This is an optimization exercise on Yosys and OpenROAD, whose aim is small area, a short achievable clock period and few clock cycles per item, not a production implementation. At most, simulation tests tie the RTL to the original design; equivalence was not proved.

==> job 959: inputs <==
==> flow/design.v (excerpt) <==
module ml_accel(
    input wire clk,
    input wire rst,
    input wire w_en,
    input wire r_en,
    input wire [5:0] addr,
    input wire [31:0] w_data,
    output reg [31:0] r_data,
    output reg done
    );
==> module rd_port, before the edit <==
module rd_port(
    input wire [31:0] acc_val,
    input wire [31:0] result,
    input wire done,
    input wire res_ok,
    input wire r_en,
    input wire [5:0] addr,
    output wire [31:0] r_data
    );
    wire hit = r_en & addr[5] & addr[2] & ~addr[4] & ~addr[3] & ~addr[1] & ~addr[0];
    wire [31:0] val = done ? acc_val : (result & {32{res_ok}});
    assign r_data = {32{hit}} & val;
endmodule
export LEC_CHECK = 0
export ABC_AREA = 1
export CAP_MARGIN = 20
export CORE_MARGIN = 2
export CORE_UTILIZATION = 40
export CTS_BUF_LIST = sky130_fd_sc_hd__clkbuf_8 sky130_fd_sc_hd__clkbuf_16
export CTS_CLUSTER_DIAMETER = 80
export CTS_CLUSTER_SIZE = 30
export SETUP_SLACK_MARGIN = 4.8
export SLEW_MARGIN = 20
export SYNTH_HIERARCHICAL = 1
export SYNTH_MINIMUM_KEEP_SIZE = 0
create_clock -name core_clock -period 10.0 [get_ports {clk}]
standard.sh (not shown) runs the stock make flow with config.mk's settings and CLKGATE_MAP_FILE= SYNTH_SCRIPT=/design/flow/synth_recipe.tcl, a recipe that flattens the netlist after the stock synthesis.
==> flow/flow/run.sh <==
#!/bin/bash
# Standard layout, with two changes to how cells are sized:
#  - the port buffers are buf_2 cells instead of the default (a delay-buffer
#    cell that timing repair cannot resize away);
#  - timing repair may resize a cell to one of a different width.
set -euo pipefail
export BUFFER_PORTS_ARGS="-buffer_cell sky130_fd_sc_hd__buf_2"
bash standard.sh MATCH_CELL_FOOTPRINT=0 finish > standard.log 2>&1
==> inputs of job 2282, as changes to job 959 <==
--- a/flow/design.v
+++ b/flow/design.v
@@ -1088,9 +1088,10 @@
     input wire res_ok,
     input wire r_en,
     input wire [5:0] addr,
     output wire [31:0] r_data
     );
     wire hit = r_en & addr[5] & addr[2] & ~addr[4] & ~addr[3] & ~addr[1] & ~addr[0];
-    wire [31:0] val = done ? acc_val : (result & {32{res_ok}});
-    assign r_data = {32{hit}} & val;
+    wire s_acc = hit & done;
+    wire s_res = hit & ~done & res_ok;
+    assign r_data = ({32{s_acc}} & acc_val) | ({32{s_res}} & result);
 endmodule
CORE_UTILIZATION = 55   (was 40)
PLACE_DENSITY = 0.7   (was default)
TNS_END_PERCENT = 10   (was default)
==> inputs of job 1183, as changes to job 959 <==
--- a/flow/design.v
+++ b/flow/design.v
@@ -1042,15 +1042,15 @@
                 6'h18: vec_b[2] <= w_data;
                 6'h1C: vec_b[3] <= w_data;
             endcase
         end
     end
     always @(posedge clk) begin
-        diff  <= vec_wr ? (w_data - old_v) : 32'd0;
-        b_one <= bo_v;
-        b_two <= bt_v;
+        diff  <= w_data - old_v;
+        b_one <= bo_v & {16{vec_wr}};
+        b_two <= bt_v & {16{vec_wr}};
         b_neg <= bn_v;
     end
     always @(posedge clk or posedge rst) begin
         if (rst) begin
             va <= 4'd0;
             vb <= 4'd0;
@@ -1088,9 +1088,10 @@
     input wire res_ok,
     input wire r_en,
     input wire [5:0] addr,
     output wire [31:0] r_data
     );
     wire hit = r_en & addr[5] & addr[2] & ~addr[4] & ~addr[3] & ~addr[1] & ~addr[0];
-    wire [31:0] val = done ? acc_val : (result & {32{res_ok}});
-    assign r_data = {32{hit}} & val;
+    wire s_acc = hit & done;
+    wire s_res = hit & ~done & res_ok;
+    assign r_data = ({32{s_acc}} & acc_val) | ({32{s_res}} & result);
 endmodule
CORE_UTILIZATION = 55   (was 40)
PLACE_DENSITY = 0.7   (was default)
==> results.txt <==
| quantity | job 1183 | job 2282 | job 959 |
|---|---|---|---|
| Outcome | timing/DRC/antenna clean | timing/DRC/antenna clean | timing/DRC/antenna clean |
| Share of the clock period used by the worst path | 51.6% | 51.4% | 51.0% |
| Final core occ | 59.8% | 59.5% | 43.8% |
| Register Area | 12100 um^2 | 12100 um^2 | 12100 um^2 |
| Ratio of routed vias to standard cells | 6.12 | 6.21 | 5.54 |
| Post-placement setup slack | 3.49 ns | 3.93 ns | 3.94 ns |
| Startpoint class of the critical path | input port | input port | flop |
| Initial core utilization | 55.7% | 55.9% | 40.3% |
| Worst max-slew margin expressed relative to the limit | 25.3% | 22.5% | 28.7% |
| Width of the chip | 240 um | 239 um | 280 um |
| Share of final-layout standard cells stronger than drive strength 1 | 7.86% | 8.56% | 9.61% |
| DR WL/cell | 24.3 um | 24.0 um | 21.7 um |
| Worst Tran Pin Value | 1.12 ns | 1.16 ns | 1.07 ns |
| Launch point of the worst path | addr[3] | addr[5] | b_two[7] |
| Start point of the worst hold path | vb[3] | vb[1] | va[2] |
| M1 GR Usage | 41.6% | 41.7% | 30.8% |
| Number of cells produced by synthesis | 3087 | 2955 | 3051 |
| Post-synthesis xor/xnor area fraction | 8.91% | 8.94% | 8.87% |
| Post-synthesis simple-gate area fraction | 16.3% | 13.9% | 14.1% |
| CLK BUF | 27 | 26 | 27 |
| Detailed-routing wirelength on met1 | 36.1 mm | 35.1 mm | 38.0 mm |
| Classification of the worst setup path | in2out | in2out | reg2reg |
Testbench counts of job 2282, summed over its fixed seeds: cycles 30,962, items 4,000.
No functional check of the RTL was part of job 959 and job 1183.


==> run B <==
==> flow/design.v <==
module ml_accel(
    input wire clk,
    input wire rst,
    input wire w_en,  
    input wire r_en,  
    input wire [5:0] addr,  
    input wire [31:0] w_data,  
    output reg [31:0] r_data,  
    output reg done  
    );
    reg [31:0] vec_a [0:3];
    reg [31:0] vec_b [0:3];
    reg [31:0] result;
    parameter IDLE = 2'b00;
    parameter COMPUTE = 2'b01;
    parameter DONE = 2'b10;
    reg [1:0] state, next_state;
    always @(posedge clk or posedge rst) begin
        if (rst)
            state <= IDLE;
        else
            state <= next_state;
    end
    always @(*) begin
        case (state)
            IDLE: next_state = (w_en && addr == 6'h20) ? COMPUTE : IDLE;
            COMPUTE: next_state = DONE;
            DONE: next_state = IDLE;    
            default: next_state = IDLE;
        endcase
    end
    always @(posedge clk) begin
        if (rst) begin
            result <= 32'd0;
            done <= 1'b0;
        end
        else begin
            case (state)
                COMPUTE: begin
                    result <= vec_a[0]*vec_b[0] + vec_a[1]*vec_b[1] + vec_a[2]*vec_b[2] + vec_a[3]*vec_b[3];
                    done <= 1'b1;
                end
                DONE: begin
                    done <= 1'b0;
                end
            endcase
        end
    end
    always @(posedge clk) begin
        if(w_en) begin
            case (addr)
                8'h00: vec_a[0] <= w_data;
                8'h04: vec_a[1] <= w_data;
                8'h08: vec_a[2] <= w_data;
                8'h0C: vec_a[3] <= w_data;
                8'h10: vec_b[0] <= w_data;
                8'h14: vec_b[1] <= w_data;
                8'h18: vec_b[2] <= w_data;
                8'h1C: vec_b[3] <= w_data;
            endcase
        end
    end
    always @(*) begin
        if (r_en && addr == 6'h24)
            r_data = result;
        else
            r_data = 32'd0;
    end
endmodule
==> flow/run.sh <==
#!/bin/bash
# synth_recipe.tcl (not shown) runs the flow's synth.tcl, then flattens the netlist and writes it again
# the make line also repeats each setting of config.mk as NAME=value (left out here)
make -C /OpenROAD-flow-scripts/flow DESIGN_CONFIG=/design/flow/config.mk WORK_HOME=/design/flow/orfs CLKGATE_MAP_FILE= SYNTH_SCRIPT=/design/flow/synth_recipe.tcl finish
==> flow/config.mk <==
export PLATFORM = sky130hd
export DESIGN_NAME = ml_accel
export DESIGN_NICKNAME = ml_accel
export VERILOG_FILES = /design/flow/design.v
export SDC_FILE = /design/flow/constraint.sdc
export NUM_CORES = 4
export LEC_CHECK = 0
export CAP_MARGIN = 20
export CORE_MARGIN = 2
export CORE_UTILIZATION = 40
export SLEW_MARGIN = 20
==> flow/constraint.sdc <==
create_clock -name core_clock -period 10.0 [get_ports {clk}]
set_input_delay 2.0000 -clock core_clock [delete_from_list [all_inputs] [get_ports {clk}]]
set_output_delay 2.0000 -clock core_clock [all_outputs]
set_load 0.01 [all_outputs]
==> run D (differences from run B) <==
==> flow/design.v, changed modules only <==
module ml_accel(
    input wire clk,
    input wire rst,
    input wire w_en,
    input wire r_en,
    input wire [5:0] addr,
    input wire [31:0] w_data,
    output reg [31:0] r_data,
    output reg done
    );
    reg [31:0] vec_a [0:3];
    reg [31:0] vec_b [0:3];
    reg [3:0] va, vb;           
    reg [31:0] diff;            
    reg [31:0] other;           
    reg [31:0] acc;             
    reg [31:0] result;          
    wire [1:0] idx = addr[3:2];
    wire vec_wr = w_en && !addr[5] && addr[1:0] == 2'b00;
    wire start  = w_en && addr == 6'h20;
    wire [31:0] a_sel = vec_a[idx] & {32{va[idx]}};
    wire [31:0] b_sel = vec_b[idx] & {32{vb[idx]}};
    wire [31:0] old_v = addr[4] ? b_sel : a_sel;
    wire [31:0] oth_v = addr[4] ? a_sel : b_sel;
    wire [31:0] acc_next = acc + diff * other;
    always @(posedge clk) begin
        if (w_en) begin
            case (addr)
                6'h00: vec_a[0] <= w_data;
                6'h04: vec_a[1] <= w_data;
                6'h08: vec_a[2] <= w_data;
                6'h0C: vec_a[3] <= w_data;
                6'h10: vec_b[0] <= w_data;
                6'h14: vec_b[1] <= w_data;
                6'h18: vec_b[2] <= w_data;
                6'h1C: vec_b[3] <= w_data;
            endcase
        end
    end
    always @(posedge clk) begin
        diff  <= vec_wr ? (w_data - old_v) : 32'd0;
        other <= oth_v;
    end
    always @(posedge clk or posedge rst) begin
        if (rst) begin
            va <= 4'd0;
            vb <= 4'd0;
            acc <= 32'd0;
            result <= 32'd0;
            done <= 1'b0;
        end else begin
            if (vec_wr) begin
                if (addr[4]) vb[idx] <= 1'b1;
                else         va[idx] <= 1'b1;
            end
            acc <= acc_next;
            if (start) result <= acc_next;
            done <= start;
        end
    end
    always @(*) begin
        if (r_en && addr == 6'h24)
            r_data = result;
        else
            r_data = 32'd0;
    end
endmodule
==> impl_metrics.env <==
export IMPL_stdcell_area_um2=35700
export IMPL_synth_cell_types=68
export IMPL_worst_slew_pin_slew_ns=1.11
export IMPL_seqCellArea_um2=10800
export IMPL_route_met3_wl_mm=4.02
export IMPL_grt_pass1_wl_mm=132
export IMPL_status="finished clean"
Source of the figures above: run D

==> impl_metrics.env <==
export IMPL_grt_pass1_wl_mm=348
export IMPL_status="finished clean"
export IMPL_num_multi_input_gates=4917
export IMPL_r2r_slack_ns=0.35
export IMPL_clkTransAtPathRegs_ns=0.06
export IMPL_worst_slew_pin_slew_ns=1.21
export IMPL_route_met3_wl_mm=14.9
export IMPL_synth_cell_types=54
export IMPL_crit_path_start_kind="register"
Source of the figures above: run B

Testbench counts of run B, summed over its fixed seeds: cycles 34,962, items 4,000.
No functional check of the RTL was part of run D.


==> inputs of v16 <==
ml_accel, a different RTL version from the one above (not shown whole).
export LEC_CHECK = 0
export ABC_AREA = 1
export CAP_MARGIN = 20
export CORE_MARGIN = 2
export CORE_UTILIZATION = 40
export CTS_BUF_LIST = sky130_fd_sc_hd__clkbuf_8 sky130_fd_sc_hd__clkbuf_16
export CTS_CLUSTER_DIAMETER = 80
export CTS_CLUSTER_SIZE = 30
export SETUP_SLACK_MARGIN = 4.5
export SLEW_MARGIN = 20
export SYNTH_HIERARCHICAL = 1
export SYNTH_MINIMUM_KEEP_SIZE = 0
create_clock -name core_clock -period 10.0 [get_ports {clk}]
==> flow/flow/run.sh <==
#!/bin/bash
# Standard layout, with the port buffers made from buf_2 cells instead of
# the default (a delay-buffer cell that repair cannot resize away).
set -euo pipefail
export BUFFER_PORTS_ARGS="-buffer_cell sky130_fd_sc_hd__buf_2"
bash standard.sh > standard.log 2>&1
==> v5 (differences from v16) <==
--- a/flow/design.v
+++ b/flow/design.v
@@ -7,26 +7,25 @@
     input wire [31:0] w_data,
     output reg [31:0] r_data,
     output reg done
     );
     reg [31:0] vec_a [0:3];
     reg [31:0] vec_b [0:3];
-    reg [3:0]  pv;              
+    reg [3:0] va, vb;           
     reg [31:0] diff;            
     reg [31:0] other;           
     reg [31:0] acc_s, acc_c;    
     reg [31:0] result;          
     reg        res_ok;          
     wire [1:0] idx = addr[3:2];
     wire vec_wr = w_en && !addr[5] && addr[1:0] == 2'b00;
     wire start  = w_en && addr == 6'h20;
-    wire first  = !pv[idx];
     wire [1:0] s_idx = addr[3:2] & {2{~addr[5]}};
     wire       s_b   = addr[4] & ~addr[5];
-    wire [31:0] a_sel = vec_a[s_idx];
-    wire [31:0] b_sel = vec_b[s_idx];
+    wire [31:0] a_sel = vec_a[s_idx] & {32{va[s_idx]}};
+    wire [31:0] b_sel = vec_b[s_idx] & {32{vb[s_idx]}};
     wire [31:0] old_v = s_b ? b_sel : a_sel;
     wire [31:0] oth_v = s_b ? a_sel : b_sel;
     wire [31:0] sum_s, sum_c;
     wire bo0 = other[0] ^ 1'b0;
     wire bt0 = (other[1] & ~other[0] & ~1'b0) | (~other[1] & other[0] & 1'b0);
     wire bn0 = other[1];
@@ -980,105 +979,80 @@
     assign sum_s[28] = fs569;
     assign sum_c[28] = fc568;
     assign sum_s[29] = fs571;
     assign sum_c[29] = fc570;
     assign sum_s[30] = fs573;
     assign sum_c[30] = fc572;
-    wire tx575;
-    x2_cell u_tx575 (.a(acc_s[31]), .b(acc_c[31]), .y(tx575));
-    wire tx576;
-    x2_cell u_tx576 (.a(tx575), .b(fc62), .y(tx576));
-    wire tx577;
-    x2_cell u_tx577 (.a(pp0_31), .b(pp1_29), .y(tx577));
-    wire tx578;
-    x2_cell u_tx578 (.a(pp2_27), .b(pp3_25), .y(tx578));
-    wire tx579;
-    x2_cell u_tx579 (.a(pp4_23), .b(pp5_21), .y(tx579));
-    wire tx580;
-    x2_cell u_tx580 (.a(pp6_19), .b(pp7_17), .y(tx580));
-    wire tx581;
-    x2_cell u_tx581 (.a(pp8_15), .b(pp9_13), .y(tx581));
-    wire tx582;
-    x2_cell u_tx582 (.a(pp10_11), .b(pp11_9), .y(tx582));
-    wire tx583;
-    x2_cell u_tx583 (.a(pp12_7), .b(pp13_5), .y(tx583));
-    wire tx584;
-    x2_cell u_tx584 (.a(pp14_3), .b(pp15_1), .y(tx584));
-    wire tx585;
-    x2_cell u_tx585 (.a(tx576), .b(hc72), .y(tx585));
-    wire tx586;
-    x2_cell u_tx586 (.a(tx577), .b(tx578), .y(tx586));
-    wire tx587;
-    x2_cell u_tx587 (.a(tx579), .b(tx580), .y(tx587));
-    wire tx588;
-    x2_cell u_tx588 (.a(tx581), .b(tx582), .y(tx588));
-    wire tx589;
-    x2_cell u_tx589 (.a(tx583), .b(tx584), .y(tx589));
-    wire tx590;
-    x2_cell u_tx590 (.a(fc64), .b(fc66), .y(tx590));
-    wire tx591;
-    x2_cell u_tx591 (.a(fc68), .b(fc70), .y(tx591));
-    wire tx592;
-    x2_cell u_tx592 (.a(fc194), .b(tx585), .y(tx592));
-    wire tx593;
-    x2_cell u_tx593 (.a(tx586), .b(tx587), .y(tx593));
-    wire tx594;
-    x2_cell u_tx594 (.a(tx588), .b(tx589), .y(tx594));
-    wire tx595;
-    x2_cell u_tx595 (.a(tx590), .b(tx591), .y(tx595));
-    wire tx596;
-    x2_cell u_tx596 (.a(tx592), .b(tx593), .y(tx596));
-    wire tx597;
-    x2_cell u_tx597 (.a(tx594), .b(fc196), .y(tx597));
-    wire tx598;
-    x2_cell u_tx598 (.a(fc198), .b(fc200), .y(tx598));
-    wire tx599;
-    x2_cell u_tx599 (.a(fc334), .b(tx595), .y(tx599));
-    wire tx600;
-    x2_cell u_tx600 (.a(tx596), .b(tx597), .y(tx600));
-    wire tx601;
-    x2_cell u_tx601 (.a(tx598), .b(tx599), .y(tx601));
-    wire tx602;
-    x2_cell u_tx602 (.a(fc336), .b(fc338), .y(tx602));
-    wire tx603;
-    x2_cell u_tx603 (.a(tx600), .b(tx601), .y(tx603));
-    wire tx604;
-    x2_cell u_tx604 (.a(tx602), .b(tx603), .y(tx604));
-    wire tx605;
-    x2_cell u_tx605 (.a(fc448), .b(fc450), .y(tx605));
-    wire tx606;
-    x2_cell u_tx606 (.a(tx604), .b(tx605), .y(tx606));
-    wire tx607;
-    x2_cell u_tx607 (.a(fc512), .b(tx606), .y(tx607));
-    wire tx608;
-    x2_cell u_tx608 (.a(tx607), .b(fc574), .y(tx608));
-    assign sum_s[31] = tx608;
+    wire tx575, ty576;
+    fa_cell u_tx575 (.a(acc_s[31]), .b(acc_c[31]), .c(fc62), .s(tx575), .co(ty576));
+    wire tx577, ty578;
+    fa_cell u_tx577 (.a(pp0_31), .b(pp1_29), .c(pp2_27), .s(tx577), .co(ty578));
+    wire tx579, ty580;
+    fa_cell u_tx579 (.a(pp3_25), .b(pp4_23), .c(pp5_21), .s(tx579), .co(ty580));
+    wire tx581, ty582;
+    fa_cell u_tx581 (.a(pp6_19), .b(pp7_17), .c(pp8_15), .s(tx581), .co(ty582));
+    wire tx583, ty584;
+    fa_cell u_tx583 (.a(pp9_13), .b(pp10_11), .c(pp11_9), .s(tx583), .co(ty584));
+    wire tx585, ty586;
+    fa_cell u_tx585 (.a(pp12_7), .b(pp13_5), .c(pp14_3), .s(tx585), .co(ty586));
+    wire tx587, ty588;
+    fa_cell u_tx587 (.a(pp15_1), .b(hc72), .c(tx575), .s(tx587), .co(ty588));
+    wire tx589, ty590;
+    fa_cell u_tx589 (.a(fc64), .b(fc66), .c(fc68), .s(tx589), .co(ty590));
+    wire tx591, ty592;
+    fa_cell u_tx591 (.a(fc70), .b(fc194), .c(tx577), .s(tx591), .co(ty592));
+    wire tx593, ty594;
+    fa_cell u_tx593 (.a(tx579), .b(tx581), .c(tx583), .s(tx593), .co(ty594));
+    wire tx595, ty596;
+    fa_cell u_tx595 (.a(tx585), .b(tx587), .c(fc196), .s(tx595), .co(ty596));
+    wire tx597, ty598;
+    fa_cell u_tx597 (.a(fc198), .b(fc200), .c(fc334), .s(tx597), .co(ty598));
+    wire tx599, ty600;
+    fa_cell u_tx599 (.a(tx589), .b(tx591), .c(tx593), .s(tx599), .co(ty600));
+    wire tx601, ty602;
+    fa_cell u_tx601 (.a(fc336), .b(fc338), .c(tx595), .s(tx601), .co(ty602));
+    wire tx603, ty604;
+    fa_cell u_tx603 (.a(tx597), .b(tx599), .c(fc448), .s(tx603), .co(ty604));
+    wire tx605, ty606;
+    fa_cell u_tx605 (.a(fc450), .b(tx601), .c(fc512), .s(tx605), .co(ty606));
+    wire tx607, ty608;
+    fa_cell u_tx607 (.a(tx603), .b(fc574), .c(tx605), .s(tx607), .co(ty608));
+    assign sum_s[31] = tx607;
     assign sum_c[31] = 1'b0;
     wire [31:0] acc_val = acc_s + acc_c;
-    wire [31:0] wd_a = w_data & {32{~addr[4]}};
-    wire [31:0] wd_b = w_data & {32{addr[4]}};
-    integer i;
     always @(posedge clk) begin
-        for (i = 0; i < 4; i = i + 1) begin
-            if (vec_wr && idx == i && (!addr[4] || first)) vec_a[i] <= wd_a;
-            if (vec_wr && idx == i && (addr[4] || first))  vec_b[i] <= wd_b;
+        if (w_en) begin
+            case (addr)
+                6'h00: vec_a[0] <= w_data;
+                6'h04: vec_a[1] <= w_data;
+                6'h08: vec_a[2] <= w_data;
+                6'h0C: vec_a[3] <= w_data;
+                6'h10: vec_b[0] <= w_data;
+                6'h14: vec_b[1] <= w_data;
+                6'h18: vec_b[2] <= w_data;
+                6'h1C: vec_b[3] <= w_data;
+            endcase
         end
     end
     always @(posedge clk) begin
-        diff  <= (vec_wr && !first) ? (w_data - old_v) : 32'd0;
+        diff  <= vec_wr ? (w_data - old_v) : 32'd0;
         other <= oth_v;
     end
     always @(posedge clk or posedge rst) begin
         if (rst) begin
-            pv <= 4'd0;
+            va <= 4'd0;
+            vb <= 4'd0;
             acc_s <= 32'd0;
             acc_c <= 32'd0;
             res_ok <= 1'b0;
             done <= 1'b0;
         end else begin
-            if (vec_wr) pv[idx] <= 1'b1;
+            if (vec_wr) begin
+                if (addr[4]) vb[idx] <= 1'b1;
+                else         va[idx] <= 1'b1;
+            end
             acc_s <= sum_s;
             acc_c <= sum_c;
             if (done) res_ok <= 1'b1;
             done <= start;
         end
     end
@@ -1093,9 +1067,6 @@
     end
 endmodule
 module fa_cell(input wire a, input wire b, input wire c, output wire s, output wire co);
     assign s = a ^ b ^ c;
     assign co = (a & b) | (a & c) | (b & c);
 endmodule
-module x2_cell(input wire a, input wire b, output wire y);
-    assign y = a ^ b;
-endmodule
==> Flow_metrics.wiki <==
{| class="wikitable"
! Metric !! Value
|-
| Result of the run || finished clean
|-
| Area used by multi-input combinational logic || 0.0168 sq mm
|-
| Drt wl/cell || 20.6 microns
|-
| Number of buffers outside the clock class in the layout || 129
|-
| Relative slew slack || between 30% and 40%
|-
| Capturing element type of the critical path || flip-flop
|}
-- figures above: v5

==> Flow_metrics.wiki <==
{| class="wikitable"
! Metric !! Value
|-
| Capturing element type of the critical path || primary output
|-
| Area used by multi-input combinational logic || 0.0168 sq mm
|-
| Number of buffers outside the clock class in the layout || between 100 and 150
|-
| Drt wl/cell || 19.7 microns
|-
| Result of the run || finished clean
|-
| Relative slew slack || 22.8%
|}
-- figures above: v16

Function was not checked in any run of this note: the RTL went through the layout flow alone.

-- separate check: timing with driven ports --
No port has a modelled driver above. Below, the same layouts with a new extraction and two added sets of constraints.
Step 1 sets driving cells, clkbuf_16 on the clock port and buf_2 on the other inputs (assumed; they add their load-dependent delay and slew).
Step 2 times the ports against the registers' clock, not the clock port: input delays grow and output delays shrink by t, the midpoint of the rising clock arrivals with the driver on.
a / b / c = no drivers / after step 1 / after step 2; a / b = the first two.
run | t (ns) | slack for setup (ns) | hold WS [ns] | slew at the worst register clock pin (ns)
job 959 | 0.677 | 4.903 / 4.887 / 4.540 | 0.472 / 0.472 / 0.472 | 0.11 / 0.11
job 2282 | 0.667 | 4.858 / 4.831 / 4.432 | 0.473 / 0.473 / 0.473 | 0.11 / 0.11
job 1183 | 0.682 | 4.844 / 4.804 / 4.359 | 0.476 / 0.476 / 0.476 | 0.11 / 0.11
run B | 0.691 | 0.347 / 0.347 / 0.347 | 0.467 / 0.467 / 0.467 | 0.07 / 0.07
run D | 0.653 | 1.763 / 1.763 / 1.763 | 0.462 / 0.462 / 0.462 | 0.07 / 0.07
v16 | 0.677 | 4.666 / 4.643 / 4.306 | 0.451 / 0.451 / 0.451 | 0.11 / 0.11
v5 | 0.698 | 4.646 / 4.646 / 4.268 | 0.454 / 0.454 / 0.454 | 0.11 / 0.11
After both steps setup and hold are still met in every run listed. For job 1183, which loses most, drivers alone change the setup slack by -0.040 ns; drivers and shift together by -0.485 ns.
